What follows belongs to an exercise in optimizing a design on an open flow for small area, a short achievable clock period and few clock cycles per item; a production flow would make more cautious choices. Function was not checked in any run shown here: the RTL went through the layout flow alone. Power figures rest on the tool's default switching activity, not on a simulated workload.

==> flow/design.v (outline; a module is shown in full before it is edited, if it fits) <==
// module mux2X1: 8 lines
// module carry_lookahead_adder_8_bit: 19 lines
// module CLA_8bit_slice: 38 lines
// module carry_lookahead_adder_32_bit: 13 lines
// module mpa_bx: 6 lines
// module mpa_xor: 5 lines
// module mpa_pg2: 7 lines
// module mpa_and: 5 lines
// module mpa_gp: 6 lines
// module mpa_nd: 6 lines
// module mpa_ng: 5 lines
// module mp_adder: 1061 lines
module mp_adder (
    input  wire         iAddSub,
    input  wire         iClk,
    input  wire         iRst,
    input  wire         iStart,
    input  wire [511:0] iOpA,
    input  wire [511:0] iOpB,
    output wire [512:0] oRes,
    output wire         oDone);
  // ...
==> flow/flow/run.sh <==
#!/bin/bash
# Standard ORFS layout (the standard.sh) with three changes to how it is done:
# - buffer_ports gives every input and output port a buf_1 cell (the resizer
#   still sizes them as timing needs) instead of the cell it picks by default;
# - the ports are placed in bit order round the die edge, each bit's
#   iOpA/iOpB/oRes side by side (flow/pinorder.tcl, before place_pins);
# - before the resize step's repair_design, high-fanout nets get buffer trees
#   built from their sinks' locations (flow/pre_resize.tcl, flow/tree.tcl).
set -euo pipefail
export BUFFER_PORTS_ARGS="-buffer_cell sky130_fd_sc_hd__buf_1"
export PRE_IO_PLACEMENT_TCL="$(pwd)/flow/pinorder.tcl"
export PRE_RESIZE_TCL="$(pwd)/flow/pre_resize.tcl"
bash standard.sh > standard_flow.log 2>&1
==> flow/flow/pinorder.tcl <==
# Place the ports in bit order around the die: bit i's iOpA[i], iOpB[i] and
# oRes[i] sit next to each other, bits 0..511 go round the die edge (bottom
# left to right, right edge upwards, top right to left, left edge downwards),
# and the control ports fill the gap between bit 511 and bit 0.
proc po_slots {} {
  set block [ord::get_db_block]
  set die [$block getDieArea]
  set dbu [$block getDbUnitsPerMicron]
  set W [expr {[$die xMax] / double($dbu)}]
  set H [expr {[$die yMax] / double($dbu)}]
  set m 10.0
  set slots {}
  # bottom: met2 tracks x = 0.23 + 0.46k, two tracks apart
  for {set x [expr {0.23 + 0.46 * ceil(($m - 0.23) / 0.46)}]} {$x <= $W - $m} {set x [expr {$x + 0.92}]} {
    lappend slots [list met2 $x 0.0]
  }
  # right: met3 tracks y = 0.34 + 0.68k
  for {set y [expr {0.34 + 0.68 * ceil(($m - 0.34) / 0.68)}]} {$y <= $H - $m} {set y [expr {$y + 1.36}]} {
    lappend slots [list met3 $W $y]
  }
  # top, right to left
  set top {}
  for {set x [expr {0.23 + 0.46 * ceil(($m - 0.23) / 0.46)}]} {$x <= $W - $m} {set x [expr {$x + 0.92}]} {
    lappend top [list met2 $x $H]
  }
  set slots [concat $slots [lreverse $top]]
  # left, top to bottom
  set left {}
  for {set y [expr {0.34 + 0.68 * ceil(($m - 0.34) / 0.68)}]} {$y <= $H - $m} {set y [expr {$y + 1.36}]} {
    lappend left [list met3 0.0 $y]
  }
  return [concat $slots [lreverse $left]]
}

proc po_place {name slot} {
  lassign $slot layer x y
  if {$layer == "met2"} { set sz {0.14 0.485} } else { set sz {0.8 0.3} }
  place_pin -pin_name $name -layer $layer -location [list $x $y] -pin_size $sz -force_to_die_boundary
}

proc po_all {} {
  set slots [po_slots]
  set ns [llength $slots]
  set ctrl {iClk iRst iStart iAddSub oDone oRes[512]}
  # bits spread evenly over the ring, leaving room for the control ports at the end
  set nbits 512
  set used [expr {3 * $nbits + [llength $ctrl]}]
  if {$used > $ns} { error "pinorder: $used ports but only $ns slots" }
  set step [expr {double($ns - [llength $ctrl]) / $nbits}]
  for {set i 0} {$i < $nbits} {incr i} {
    set s [expr {int(floor($i * $step))}]
    po_place "iOpA\[$i\]" [lindex $slots $s]
    po_place "iOpB\[$i\]" [lindex $slots [expr {$s + 1}]]
    po_place "oRes\[$i\]" [lindex $slots [expr {$s + 2}]]
  }
  set s [expr {$ns - [llength $ctrl]}]
  foreach c $ctrl {
    po_place $c [lindex $slots $s]
    incr s
  }
  puts "pinorder: placed [expr {3 * $nbits + [llength $ctrl]}] ports on $ns slots"
}
po_all
==> flow/flow/pre_resize.tcl <==
# Runs inside ORFS's resize step (3_4), after global placement and before its
# repair_design: every signal net with more than 12 sinks gets a buffer tree
# built from its sinks' placed locations (flow/tree.tcl), instead of the
# chain of buffers that repair_design would lay along the net.
source [file join [file dirname [info script]] tree.tcl]
bt_all 12 12 8 {sky130_fd_sc_hd__buf_4 sky130_fd_sc_hd__buf_8}
==> flow/flow/tree.tcl <==
# Buffer trees for high-fanout signal nets, built by recursive bisection of
# the sinks' placed locations (a leaf buffer drives at most LEAF sinks that
# lie close together; upper levels drive at most UP buffers each).
proc bt_split {pts maxn} {
  # pts: list of {pin x y}; returns a list of clusters of at most maxn points
  if {[llength $pts] <= $maxn} { return [list $pts] }
  set xs [lmap p $pts {lindex $p 1}]
  set ys [lmap p $pts {lindex $p 2}]
  set dx [expr {[tcl::mathfunc::max {*}$xs] - [tcl::mathfunc::min {*}$xs]}]
  set dy [expr {[tcl::mathfunc::max {*}$ys] - [tcl::mathfunc::min {*}$ys]}]
  set k [expr {$dx >= $dy ? 1 : 2}]
  set s [lsort -real -index $k $pts]
  # split into halves whose sizes are multiples of maxn where possible
  set n [llength $s]
  set nc [expr {($n + $maxn - 1) / $maxn}]
  set h [expr {(($nc + 1) / 2) * $maxn}]
  if {$h >= $n} { set h [expr {$n / 2}] }
  return [concat [bt_split [lrange $s 0 [expr {$h - 1}]] $maxn] [bt_split [lrange $s $h end] $maxn]]
}

proc bt_sinks {net} {
  set pts {}
  foreach it [$net getITerms] {
    if {[$it isOutputSignal]} { continue }
    set inst [$it getInst]
    set bb [$inst getBBox]
    set x [expr {([$bb xMin] + [$bb xMax]) / 2.0}]
    set y [expr {([$bb yMin] + [$bb yMax]) / 2.0}]
    lappend pts [list "[$inst getName]/[[$it getMTerm] getName]" $x $y]
  }
  return $pts
}

proc bt_net {netname leaf up cells} {
  set block [ord::get_db_block]
  set dbu [$block getDbUnitsPerMicron]
  set lvl 0
  set maxn $leaf
  while {1} {
    set net [$block findNet $netname]
    set pts [bt_sinks $net]
    if {[llength $pts] <= $maxn} { break }
    set cell [lindex $cells [expr {min($lvl, [llength $cells] - 1)}]]
    set i 0
    foreach cl [bt_split $pts $maxn] {
      set sx 0.0; set sy 0.0
      foreach p $cl { set sx [expr {$sx + [lindex $p 1]}]; set sy [expr {$sy + [lindex $p 2]}] }
      set cx [expr {$sx / [llength $cl] / $dbu}]
      set cy [expr {$sy / [llength $cl] / $dbu}]
      set pins [get_pins [lmap p $cl {lindex $p 0}]]
      insert_buffer -buffer_cell $cell -net [get_nets $netname] -load_pins $pins -location [list $cx $cy] \
        -buffer_name "bt_${lvl}_${i}_$netname"
      incr i
    }
    puts "bt_net $netname: level $lvl, $i buffers of $cell"
    incr lvl
    set maxn $up
  }
}

# all signal nets with more than minfo sinks (clock nets excluded)
proc bt_all {minfo leaf up cells} {
  set block [ord::get_db_block]
  set names {}
  foreach net [$block getNets] {
    if {[$net getSigType] != "SIGNAL"} { continue }
    if {[$net isSpecial]} { continue }
    set n 0
    set drv 0
    foreach it [$net getITerms] { if {[$it isOutputSignal]} { incr drv } else { incr n } }
    if {$drv != 1 || $n <= $minfo} { continue }
    if {[llength [$net getBTerms]] > 0} { continue }
    lappend names [$net getName]
  }
  foreach nm $names { bt_net $nm $leaf $up $cells }
}
==> flow/standard.sh <==
#!/bin/bash
# synth_recipe.tcl (not shown) runs the flow's synth.tcl, then flattens the netlist and writes it again
# the make line also repeats each setting of config.mk as NAME=value (left out here)
make -C /OpenROAD-flow-scripts/flow DESIGN_CONFIG=/design/flow/config.mk WORK_HOME=/design/flow/orfs CLKGATE_MAP_FILE= SYNTH_SCRIPT=/design/flow/synth_recipe.tcl "${@:-finish}"
==> flow/config.mk <==
export PLATFORM = sky130hd
export DESIGN_NAME = mp_adder
export DESIGN_NICKNAME = mp_adder
export VERILOG_FILES = /design/flow/design.v
export SDC_FILE = /design/flow/constraint.sdc
export NUM_CORES = 4
export LEC_CHECK = 0
export CAP_MARGIN = 20
export CORE_AREA = 10 10 460 460
export DIE_AREA = 0 0 470 470
export GPL_TIMING_DRIVEN = 0
export SETUP_SLACK_MARGIN = 0.8
export SLEW_MARGIN = 20
export SYNTH_HIERARCHICAL = 1
==> flow/constraint.sdc <==
create_clock -name core_clock -period 5.0 [get_ports {iClk}]
set_input_delay 1.0000 -clock core_clock [delete_from_list [all_inputs] [get_ports {iClk}]]
set_output_delay 1.0000 -clock core_clock [all_outputs]
set_load 0.01 [all_outputs]
==> results.toml, run 1 <==
[logic_synthesis]
yosysTopAreaCellShare_pct = 42.7
synth_ff_type = "dfxtp_1"
synth-edff-count = 0
synth-compound-area-share_pct = 25.9
ys_seq_area_share_pct = 8.19
synth_top_family_by_area = "XOR/XNOR gates"
synth.most_common_cell = "xor2_1"
synth_cell_type_count = 11

[global_route]
grt_max_degree = 17

[hold_path]
min_to = "rDone"

[placed_design]
pre_cts_slack_ns = -1.43

[critical_path]
worstSetupPathType = "in -> reg"
cp-endpoint = "rC[115]"

[cts]
cts_setup_buffers = 0
clk_pin_slew_ns = 0.08

[sta]
slew_headroom_pct = 51.8
holdWs_ns = 0.665
setup_viol = 0

[drt]
met2WireLength_mm = 77.4
routed_via_density = 3.81
wirelength_mm = 148

[cells_and_area]
diodes = 22
stdcell_count = 8930
clk_share_pct = 1.37
largest_register = "rC"
multi_input_cells = 3972
regArea_sq_um = 2580
inv_count = 512
sh_seq_area_pct = 5.96
seq_cells = 129
final_common_cell = "buf_1"

[floorplanning]
die_h_um = 470
die-area_sq_um = 221000

[pwr]
p_int_mw = 5.16
clkPwrFrac_pct = 12.3
power_clock_mw = 1.42
p_comb_share_pct = 75.1

[outcome]
status = "no timing/DRC/antenna violations"
==> run 2, diff against run 1 <==
--- a/flow/design.v
+++ b/flow/design.v
@@ -101,16 +101,24 @@
     assign y = a & ~b;
 endmodule
 module mpa_gp (
     input  wire [3:0] p, g,
     output wire        G, Pc);
     assign G  = g[3] | g[2] & p[3] | g[1] & p[2] & p[3] | g[0] & p[1] & p[2] & p[3];
     assign Pc = &p;
 endmodule
+module mpa_cla (
+    input  wire        ci,
+    input  wire [2:0] p, g,
+    output wire [2:0] c);
+    assign c[0] = ci & p[0] | g[0];
+    assign c[1] = ci & p[0] & p[1] | g[1] | g[0] & p[1];
+    assign c[2] = ci & p[0] & p[1] & p[2] | g[2] | g[1] & p[2] | g[0] & p[1] & p[2];
+endmodule
 module mpa_nd (
     input  wire gh, ph, gl, pl,
     output wire g, p);
     assign g = gh | (ph & gl);
     assign p = ph & pl;
 endmodule
 module mpa_ng (
     input  wire gh, ph, gl,
@@ -133,19 +141,17 @@
     reg         rDone;
     wire [127:0] ci = {rC, iAddSub};
     genvar j;
     generate for (j = 0; j < 128; j = j + 1) begin : chunk
         mpa_xor u_y   (.a(iOpA[4*j +: 4]), .b(iOpB[4*j +: 4]), .y(bx[4*j +: 4]));
         mpa_pg2 u_pg  (.s(iAddSub), .y(bx[4*j +: 4]), .a(iOpA[4*j +: 4]), .p(p[4*j +: 4]), .g(g[4*j +: 4]));
         mpa_gp  u_gp  (.p(p[4*j +: 4]), .g(g[4*j +: 4]), .G(cg[j]), .Pc(cp[j]));
         assign c[4*j] = ci[j];
-        mpa_ng  u_c1  (.gh(g[4*j+0]), .ph(p[4*j+0]), .gl(c[4*j+0]), .g(c[4*j+1]));
-        mpa_ng  u_c2  (.gh(g[4*j+1]), .ph(p[4*j+1]), .gl(c[4*j+1]), .g(c[4*j+2]));
-        mpa_ng  u_c3  (.gh(g[4*j+2]), .ph(p[4*j+2]), .gl(c[4*j+2]), .g(c[4*j+3]));
+        mpa_cla u_cla (.ci(ci[j]), .p(p[4*j +: 3]), .g(g[4*j +: 3]), .c(c[4*j+1 +: 3]));
         mpa_xor u_s   (.a(p[4*j +: 4]), .b(c[4*j +: 4]), .y(sum[4*j +: 4]));
     end endgenerate
     wire G0c;
     mpa_ng n0c (.gh(cg[0]), .ph(cp[0]), .gl(iAddSub), .g(G0c));
     wire G0;
     mpa_ng n0 (.gh(cg[1]), .ph(cp[1]), .gl(G0c), .g(G0));
     wire G1, P1;
     mpa_nd n1 (.gh(cg[3]), .ph(cp[3]), .gl(cg[2]), .pl(cp[2]), .g(G1), .p(P1));
==> run 2 against run 1 <==
Effect of this change:
- combinational power is 4.0% higher
- design area grew 4.7%
- largest power group unchanged
- critical path depth down 6
- area after synthesis is 3.6% higher
- still clean
- critical path type is now in -> out
- sequential share of layout area fell by 0.27 points
==> results.toml, run 2 <==
[sta]
finalMaxSlewViolations = 0
tns_ns = 0
timing.final.crit_share_pct = 83.7
setup_viol = 0
holdWs_ns = 0.669
slew_headroom_pct = 53.7
fin_ws_ns = 0.816
rsz0062_at_grt = "true"
fin_crit_ns = 4.18
finalHoldViolations = 0
worstMarginPinSlew_ns = 0.697
timing.fmax_mhz = 239

[cells_and_area]
final_cell_mix = "buf_1, xor2_1, a21o_1, nor2_1, inv_1"
top_regs = "rC: 127 flops, rCout: 1 flops, rDone: 1 flops"
largest_reg_flops = 127
drive_gt1_share_pct = 6.19
largest_register = "rC"
nets = 7380
areaGrowthSynthToFinish_pct = 38.9
nFillCells = 22800
post-route-util_pct = 22.5
final_common_cell = "buf_1"

[floorplanning]
core_area_sq_um = 202000
rows = 165
die_h_um = 470
initial_core_util_pct = 16.2
die_width_um = 470
ios = 0
die-area_sq_um = 221000

[logic_synthesis]
synth_xor_area_share_pct = 41.2
synthArstFlopShare_pct = 0
ys_ff_latch = 129
synth-compound-area-share_pct = 28.5
yosysTopAreaCellShare_pct = 41.2
synth_area_sq_um = 32700
ys_warn_count = 7
synth.most_common_cell = "xor2_1"
synthMuxAreaShare_pct = 0
synth_cell_type_count = 12
synth_largest_area_cell = "xor2_1"
synth_nets = 5770
postSynthCellCount = 4742
synth-edff-count = 0
synth_simple_gate_area_share_pct = 16.5
synth_ff_type = "dfxtp_1"
ys_top_cells_by_area = "xor2_1, a21o_1, dfxtp_1, nor2_1, and2_1"
ys_seq_area_share_pct = 7.91
syn-mean-instance-area_sq_um = 6.89
synth_top_family_by_area = "XOR/XNOR gates"
synthAdderAreaFrac_pct = 0
synthTopCellsByCount = "xor2_1, a21o_1, nor2_1"

[critical_path]
cp-endpoint = "oRes[347]"
worstPathArrival_ns = 3.18
end_kind = "output port"
cp-start-kind = "input pin"
cp_max_fo = 12
worstSetupPathType = "in -> out"
crit_required_ns = 4.00
crit_start = "iAddSub"

[drt]
first_iter_violations = 1059
wirelength_mm = 151
first_pass_iters = 5
vias = 35200
wl_per_cell_um = 16.7
remaining_drc_errors = 0
ant_nets = 0
routed_via_density = 3.88

[cts]
cts_tree = "built"
clk_pin_slew_ns = 0.08
cts.sinks = 129
cts.htree.levels = 4
root_buffer = "clkbuf_16"
cts_made_buffers = 17
max-clock-path-buffers = 2

[global_route]
grt_max_degree = 17
grt_usage_pct = 12.8
grt_pass1_vias = 35000
antenna_found_initial = 13
grt_pass1_wl_mm = 215
grt.overflow.total = 0

[flow_run]
drv_cap = 0

[placed_design]
port-buffer-count = 1541
pre_cts_slack_ns = -1.45
dp_hpwl_mm = 136
place_congestion = 0.872

[pwr]
ir_worst_vdd_mv = 0.346
leakage_nw = 23.4
total_power_mw = 11.9
p_per_area_nw_per_um2 = 262

[outcome]
status = "no timing/DRC/antenna violations"

[hold_path]
min_path_type = "in -> reg"
==> run 2: changes by cell type after synthesis <==
| cell | previous run | this run |
|---|---|---|
| a31o_1 | 0 | 128 |
==> run 2: worst max-delay path, cell delays in order <==
cell	delay (ns)
buf_6	0.17
buf_12	0.19
buf_8	0.21
buf_4	0.32
xor2_1	0.35
nor2_1	0.10
a21o_1	0.20
a31o_1	0.23
xor2_1	0.15
buf_1	0.19
==> run 2: kinds of logic (layout without fill, tap and decap cells) <==
kind of cell / Yosys count / in the layout
AOI/OAI and AO/OA: 1345 / 1345
xor gates and xnor gates: 1536 / 1536
buffers and inverters: 513 / 2135
DFF: 129 / 129
other: 0 / 20
and+or+nand+nor: 1219 / 1219
==> run 2: power by group <==
group          switching (mW)  internal [mW]
Combinational            5.72           3.27
Sequential              0.179           1.28
Clock                   0.638          0.793
==> run 2: worst min path at each step <==
stage	start	endpoint	slack (ns)	depth (start not counted)
global placement	iRst	rDone	1.22	2
finish	iRst	rDone	0.67	2
global route	iRst	rDone	0.61	2
floorplan	iAddSub	rCout	1.06	1
detailed placement	iRst	rDone	1.22	2
CTS	iRst	rDone	0.58	2
==> run 2: per-stage QoR <==
stage,std cells,area [sq um]
6_report,9056,45400
5_1_grt,9037,45300
4_1_cts,9036,43900
3_5_place_dp,9005,42200
3_3_place_gp,8955,41800
2_1_floorplan,4742,32700
==> run 2: timing repair <==
action | CTS | global route
gates cloned | 0 | 0
endpoints found under the setup margin | 270 | 117
hold buffers | 0 | 0
pin swaps | 0 | 0
buffers inserted | 0 | 0
resized for setup | 184 | 206
==> run 2: Yosys stat by module (local to each module, per instance) <==
module / flops+latches / times used / cells
mp_adder: 129 / 1 / 132
mpa_pg2: 0 / 128 / 12
mpa_xor: 0 / 256 / 4
mpa_cla: 0 / 128 / 4
mpa_gp: 0 / 128 / 6
mpa_nd: 0 / 321 / 2
mpa_ng: 0 / 128 / 1
==> run 2: layout make-up <==
type / instances / area (sq um) / area share (%)
well taps: 2672 / 3340 / 7.37
multi-input cells: 4100 / 30500 / 67.3
flip-flops and latches: 129 / 2580 / 5.69
inverters: 512 / 1920 / 4.24
clock inverters: 12 / 160 / 0.353
plain buffers: 1 / 7.51 / 0.0165
clock buffers: 19 / 443 / 0.976
repair buffers: 1591 / 6350 / 14.0
diodes: 20 / 50.0 / 0.110
==> run 2: routing by layer <==
layer  track usage [%]  part of all wire, %
met4              2.58                  1.7
met2              23.9                   52
met5                 0               0.0086
met3              2.71                  4.6
met1              14.9                   42

==> separate check: timing with driven ports <==
The flow's constraints put no driver on any port. The routed layouts listed below were extracted and timed again, unchanged, in two steps. Step 1 (the two cells are an assumption about what drives the block):
set clk [get_ports {iClk}]
set_driving_cell -lib_cell sky130_fd_sc_hd__clkbuf_16 $clk
set_driving_cell -lib_cell sky130_fd_sc_hd__buf_2 [delete_from_list [all_inputs] $clk]
Step 2 adds t to the input delays and takes it off the output delays; t is the mean of the earliest and latest rising clock arrival at the registers after step 1. Input paths then give back, and output paths get back, about the clock's delay inside the block. Slacks: ideal ports / drivers / drivers and shift; pairs: ideal ports / drivers.
run | shift t [ns] | setup WS [ns] | latest minus earliest clock arrival (ns)
run 1 | 0.634 | 0.764 / 0.793 / 0.190 | 0.018 / 0.018
run 2 | 0.608 | 0.816 / 0.773 / 0.266 | 0.019 / 0.020
After both steps every run listed still meets setup and hold. The setup slack of run 1, which loses most, moves by +0.029 ns with the drivers and by -0.574 ns with both steps.
